Source: an optimization exercise on an open RTL-to-GDS flow (aim: small area). Production flows keep margins and buffers that such runs may drop.
Function was checked by simulation only, so behaviour that the tests miss may differ from the original.
Power and IR drop assume default switching activity.

--- flow/run.sh ---
#!/bin/bash
# synth_recipe.tcl (not shown) runs the flow's synth.tcl, then flattens the netlist and writes it again
# the make line also repeats each setting of config.mk as NAME=value (left out here)
make -C /OpenROAD-flow-scripts/flow DESIGN_CONFIG=/design/flow/config.mk WORK_HOME=/design/flow/orfs CLKGATE_MAP_FILE= SYNTH_SCRIPT=/design/flow/synth_recipe.tcl finish
--- flow/config.mk ---
export PLATFORM = sky130hd
export DESIGN_NAME = FPGA_TOP
export DESIGN_NICKNAME = FPGA_TOP
export VERILOG_FILES = /design/flow/design.v
export SDC_FILE = /design/flow/constraint.sdc
export NUM_CORES = 4
export LEC_CHECK = 0
export CAP_MARGIN = 20
export CORE_MARGIN = 2
export CORE_UTILIZATION = 40
export SLEW_MARGIN = 20
--- flow/constraint.sdc ---
create_clock -name core_clock -period 10.0 [get_ports {CLK}]
set_input_delay 2.0000 -clock core_clock [delete_from_list [all_inputs] [get_ports {CLK}]]
set_output_delay 2.0000 -clock core_clock [all_outputs]
set_load 0.01 [all_outputs]
--- flow/design.v ---
`default_nettype none
module Decoder_7seg(
    input wire [3:0] VAL,
    output wire [7:0] SEG
    );
wire d0 = VAL[0], d1 = VAL[1], d2 = VAL[2], d3 = VAL[3];
assign SEG[0] = (~d3 & ~d2 & ~d1 & d0) | (d2 & ~d1 & ~d0);
assign SEG[1] = d2 & (d1 ^ d0);
assign SEG[2] = ~d2 & d1 & ~d0;
assign SEG[3] = (~d3 & ~d2 & ~d1 & d0) | (d2 & ~(d1 ^ d0));
assign SEG[4] = d0 | (d2 & ~d1);
assign SEG[5] = ~d2 & (d1 | (~d3 & d0));
assign SEG[6] = (~d3 & ~d2 & ~d1) | (d2 & d1 & d0);
assign SEG[7] = 1'b1;
endmodule
`default_nettype wire
`default_nettype none
module FPGA_TOP (
  input   wire          RESET,
  input   wire          SW1,
  input   wire          CLK,
  input   wire          BTNU,
  input   wire          BTNL,
  input   wire          BTNC,
  input   wire          BTNR,
  input   wire          BTND,
  output  wire  [11:0]  SEG,
  output  wire  [15:0]  LED
  ) ;
reg M;                         
always @ (posedge CLK) M <= SW1;
wire CHG = SW1 ^ M;            
wire RS  = RESET | CHG;        
wire RT  = RESET | SW1;        
wire QC, QNC, QR, QNR;
btnflt bfc (.CLK(CLK), .RST(RESET), .FI(CHG), .BTN(BTNC), .BTNQ(QC), .BTNQN(QNC));
btnflt bfr (.CLK(CLK), .RST(RT), .FI(1'b0), .BTN(BTNR), .BTNQ(QR), .BTNQN(QNR));
reg T;
always @ (posedge CLK) begin
    if (RS) T <= 0;
    else T <= T ^ (M ? QNC : QC);
end
localparam IDLE = 2'd0, RUN = 2'd1, PAUSE = 2'd2, DONE_ST = 2'd3;
reg [1:0] ST;
wire IDLEs = (ST == IDLE);
wire RUNs = (ST == RUN);
reg [9:0] P;
wire W100  = P[6] & P[5] & P[2];                         
wire W1000 = P[9] & P[8] & P[7] & P[6] & P[5] & P[3];    
wire PEN = M ? T : RUNs;
wire PW  = M ? W100 : W1000;
always @ (posedge CLK) begin
    if (RS) P <= 0;
    else if (PEN) P <= PW ? 10'd0 : P + 10'd1;
end
reg [15:0] S;
wire SEN = QR | (M & T & W100);
wire S9_0 = S[3] & S[0];
wire S9_1 = S[7] & S[4];
wire S9_2 = S[11] & S[8];
always @ (posedge CLK) begin
    if (RS) S <= 0;
    else begin
        if (SEN) S[3:0] <= S9_0 ? 4'd0 : S[3:0] + 4'd1;
        if (SEN & S9_0) S[7:4] <= S9_1 ? 4'd0 : S[7:4] + 4'd1;
        if (SEN & S9_0 & S9_1) S[11:8] <= S9_2 ? 4'd0 : S[11:8] + 4'd1;
        if (SEN & S9_0 & S9_1 & S9_2) S[15:12] <= (S[15] & S[12]) ? 4'd0 : S[15:12] + 4'd1;
    end
end
reg [15:0] V;
wire Z0 = (V[3:0] == 0);
wire Z1 = (V[7:4] == 0);
wire Z2 = (V[11:8] == 0);
wire Z3 = (V[15:12] == 0);
wire C0 = Z0 & W1000;
wire DN = Z0 & Z1 & Z2 & Z3 & ~IDLEs;
always @ (posedge CLK) begin
    if (RS) V <= 0;
    else begin
        if (IDLEs) V[3:0] <= S[3:0];
        else if (RUNs & W1000) V[3:0] <= Z0 ? 4'd9 : V[3:0] - 4'd1;
        if (C0) V[7:4] <= Z1 ? 4'd9 : V[7:4] - 4'd1;
        else if (IDLEs) V[7:4] <= S[7:4];
        if (C0 & Z1) V[11:8] <= Z2 ? 4'd9 : V[11:8] - 4'd1;
        else if (IDLEs) V[11:8] <= S[11:8];
        if (C0 & Z1 & Z2) V[15:12] <= Z3 ? 4'd9 : V[15:12] - 4'd1;
        else if (IDLEs) V[15:12] <= S[15:12];
    end
end
always @ (posedge CLK) begin
    if (RESET | SW1 | M) ST <= IDLE;
    else case (ST)
        IDLE:  if (T) ST <= RUN;
        RUN:   if (DN) ST <= DONE_ST; else if (~T) ST <= PAUSE;
        PAUSE: if (T) ST <= RUN;
        default: if (~T) ST <= IDLE;
    endcase
end
reg [3:0] SC;
reg [1:0] A;
wire SC10 = SC[3] & SC[1];                  
always @ (posedge CLK) begin
    if (RESET) SC <= 0;
    else if (CHG) SC <= 1;
    else SC <= SC10 ? 4'd0 : SC + 4'd1;
    if (RS) A <= 0;
    else if (SC10) A <= A + 2'd1;
end
wire [1:0] AE = CHG ? 2'd0 : A;
reg [3:0] D;
always @(*) begin
    case (AE)
        2'd0: D = CHG ? 4'd0 : V[3:0];
        2'd1: D = V[7:4];
        2'd2: D = V[11:8];
        default: D = V[15:12];
    endcase
end
wire [7:0] SEGD;
Decoder_7seg dec (.VAL(D), .SEG(SEGD));
assign SEG[7:0]  = SEGD;
assign SEG[8]  = ~(AE == 2'd0);
assign SEG[9]  = ~(AE == 2'd1);
assign SEG[10] = ~(AE == 2'd2);
assign SEG[11] = ~(AE == 2'd3);
assign LED = 16'd0;
endmodule
`default_nettype wire
`default_nettype none
module btnflt(
    input wire CLK, RST, FI, BTN,
    output reg BTNQ,
    output wire BTNQN
);
localparam [6:0] IDLE = 7'd104, CAPT = 7'd105;
reg [6:0] S;
wire NL   = S[6] & S[5] & S[3];           
wire ISC  = NL & S[0];
wire ISI  = NL & ~S[0];
wire TERM = S[6] & S[5] & S[2];           
assign BTNQN = ISC & BTN;
always @ (posedge CLK) begin
    if (RST) begin
        S <= IDLE;
        BTNQ <= 0;
    end else if (FI) begin
        S <= BTN ? CAPT : IDLE;
        BTNQ <= 0;
    end else begin
        BTNQ <= BTNQN;
        if (ISI) S <= BTN ? CAPT : IDLE;
        else if (ISC) S <= 0;
        else if (TERM) S <= BTN ? 7'd0 : IDLE;
        else S <= S + 7'd1;
    end
end
endmodule
`default_nettype wire
==> notes.md <==
* Setup TNS at 0 ps
* Unrepaired setup endpoints after global routing: no
* TritonCTS clock tree: built
* Nature of the critical path endpoint: output pin
* Detailed-route via count at 3,038
* Post-synth cell types at 54
* Total setup violations reported at the end of the flow at 0
* Post-layout worst setup margin at 3549 ps
* Via count of the first global-routing pass at 2,711
* Maximum operating frequency at 155.0 MHz
* Number of DRC markers after the initial detailed-route iteration at 188
* Top area cells in the synthesized netlist: dfxtp_1, nand2_1, nor2_1
* Average routed wire per standard cell at 13.15 um
* Number of I/O port buffers at 15
* Setup Buffers After CTS at 0
* Post-synth ARST share at 0%
* Clock tree skew after final layout at 5.373 ps
* First-pass GRT wire length at 12.74 mm
* Clock period minus worst slack at 6451 ps
* Layout filler cell count at 893
* Metal1 wirelength at 3.724 mm
* Antenna diode count at 0
* Number of nets in the layout at 464
* Later-pin clock latency in the skew report at 340 ps
* Hold buffer count at cts at 0
* Largest vdd supply drop at 0.00004796 V
* Netlist area before placement at 0.003647 sq mm
* Routed wire length on met3 at 281 um
* Critical Path AT at 4450 ps
* Relative slew slack at 42.98%
* Ys Warns at 2
* Area added between synthesis and finish at 8.611%
* Number of nets with antenna violations after routing at 0
* Run status: finished clean
* Leak at 1.446 nW
* Die height at 99.49 um
* Total wire length at 7.375 mm
* Number of antenna violations at the first check in global routing at 0
* Most common cell after layout, fill and taps aside: dfxtp_1
* Max-slew violation count at 0
* Number of flops mapped to enable cells by yosys at 0
* Power density over the cells at 128.8 mW/mm^2
* Type of the tightest min-delay check: register to register
* H-tree depth at 3
* Clock-pin slew on the worst setup and hold paths at 70 ps
* Synthesized instance count at 443
* Top flip-flop cell by instance count after synthesis: dfxtp_1
* Flip-flop and latch count after synthesis at 68
* Number of buffers inserted during clock tree synthesis at 9
* Starting density of the core at 41.62%
* Cells resized by post-CTS repair at 0
* Cell accounting for the most synthesized area: dfxtp_1
* GRT Overall Usage at 15.80%
* Share of the clock period used by the worst path at 64.51%
* Slew at the pin with the worst max-slew slack at 853.5 ps
* Fraction of layout cells with a size suffix above 1 at 6.181%
* Per-instance average area after synthesis at 8.233 sq um
* Total overflow reported by the global router at 0
* Portion of synthesized cell area occupied by the leading cell type at 37.32%
* Clock tree buffer depth at 2
* Placed wire-length estimate at 5.175 mm
* Vias per inst at 5.415
* Largest net degree at the start of global routing at 37
* Clock Tree Root: clkbuf_8
* Die area at 0.009898 sq mm
* Core outline area at 0.008763 sq mm
* Post-synthesis sequential area ratio at 37.32%
* Highest-count cells in the layout ignoring fill and taps: dfxtp_1, nand2_1, nor2_1
* Setup CP Type: primary input to output pin
* Highest Signal Layer: met4
* Worst setup SP type: primary input
* Length of routed met2 wiring at 3.253 mm
* Count of clock tree sinks at 68
* Max-cap viol count at 0
* Die Span X at 99.49 um
* DRC violations left at 0
* Number of hold-slack violations in the final timing report at 0
* Placement row count at 34
* RePlAce Congestion at 0.8401
* Worst Path Required at 8000 ps
* Num ports at 36
* Place WS at 3151 ps
* Pre-Repair DR Iteration Count at 5
* Maximum net fanout on the critical path at 14
[Yosys cell counts, drive strengths merged (2+ instances only)]
| master | n |
|---|---|
| buf | 23 |
| mux2i | 8 |
| xor2 | 10 |
| o31ai | 2 |
| xnor2 | 14 |
| a21oi | 28 |
| a21boi | 4 |
| o21ai | 22 |
| nand4 | 5 |
| nand2b | 5 |
| o311ai | 2 |
| nor3 | 13 |
| nand2 | 49 |
| or2 | 2 |
| conb | 2 |
| nor3b | 2 |
| a211oi | 10 |
| mux2 | 2 |
| o41ai | 2 |
| inv | 7 |
| nor2b | 5 |
| nor2 | 49 |
| a31o | 2 |
| dfxtp | 68 |
| nand4b | 3 |
| nor4 | 6 |
| nand3b | 5 |
| clkbuf | 14 |
| and2 | 7 |
| and4 | 2 |
| or3 | 4 |
| ha | 8 |
| a31oi | 6 |
| mux4 | 4 |
| a21o | 4 |
| nand3 | 20 |
| and3 | 12 |
[metrics by stage]
| stage | util (%) | total power, mW | hold WS (ps) | cells | cell area (sq um) |
|---|---|---|---|---|---|
| 2_1_floorplan | - | 0.3170 | 461.3 | 458 | 3704 |
| 3_3_place_gp | 43.26 | 0.3204 | 488.4 | 545 | 3791 |
| 3_5_place_dp | 43.26 | 0.3203 | 491.7 | 545 | 3791 |
| 4_1_cts | 45.12 | 0.5193 | 502.7 | 561 | 3954 |
| 5_1_grt | 45.20 | 0.5355 | 542.7 | 561 | 3961 |
| 6_report | 45.20 | 0.5103 | 504.1 | 561 | 3961 |
[per-layer routing]
metal  GRT usage (%)  up-vias
met5               0        -
met4           5.901        0
met3           3.935       10
met2           23.96       52
met1           21.80     1418
li1                -     1558
[worst max-delay path, stage by stage]
cell             delay [ps]
clkdlybuf4s50_1         520
xnor2_2                 570
nand2_1                 330
mux2_2                  350
nor2_1                  110
clkdlybuf4s50_1         560
[final timing paths]
kind	slack, ps	from	cells after the start	to
setup / recovery	3550	SW1	6	SEG[0]
hold / removal	500	S[9]$_SDFFE_PP0N_	2	S[9]$_SDFFE_PP0N_
setup reg to reg	7700	M$_DFF_P_	4	bfc.S[3]$_SDFF_PP1_
hold reg to reg	500	S[9]$_SDFFE_PP0N_	2	S[9]$_SDFFE_PP0N_
[cells by family after synthesis]
kind of cell,Yosys count,share of synthesized area (%)
and+or+nand+nor,190,26.38
xor gates and xnor gates,24,5.763
adders and majority gates,8,2.745
muxes,14,5.283
other,2,0.2059
buffers and inverters,44,6.415
AOI/OAI and AO/OA,93,15.88
DFF,68,37.32
[final cells by class]
cell class / instances / area, sq um / area share (%)
clock buffers: 14 / 152.6 / 3.853
clock inverters: 2 / 10.01 / 0.2527
inverters: 7 / 26.28 / 0.6633
multi-input cells: 346 / 2118 / 53.47
flip-flops and latches: 68 / 1361 / 34.37
well taps: 108 / 135.1 / 3.411
repair buffers: 16 / 157.7 / 3.980
[where the power goes]
| part | internal (mW) | total, mW | switching (mW) |
|---|---|---|---|
| Combinational | 0.0111 | 0.0339 | 0.0228 |
| Sequential | 0.275 | 0.281 | 0.00535 |
| Clock | 0.0965 | 0.196 | 0.0993 |
[registers in the layout, summed over array words and instances (netlist names)]
name,count
A,2
M,1
P,10
S,16
SC,4
ST,2
T,1
V,16
bfc.BTNQ,1
bfc.S,7
bfr.BTNQ,1
bfr.S,7

-- port drivers added, routing unchanged --
No port has a modelled driver above. Below, the same layout with a new extraction and two added sets of constraints.
Step 1 assumes that a clkbuf_16 drives the clock port and a buf_2 every other input.
Step 2 also shifts input and output timing later by t, the mid clock arrival at the registers, as if the neighbouring blocks saw the same clock.
a / b / c = no drivers / after step 1 / after step 2; a / b = the first two.
t, ns: 0.372
slack for setup (ns): 3.549 / 3.523 / 3.523
worst slew at a driven data input, ns: 0.03
After both steps setup and hold are still met in this run. The setup slack of this run moves by -0.026 ns with the drivers and by -0.026 ns with both steps.
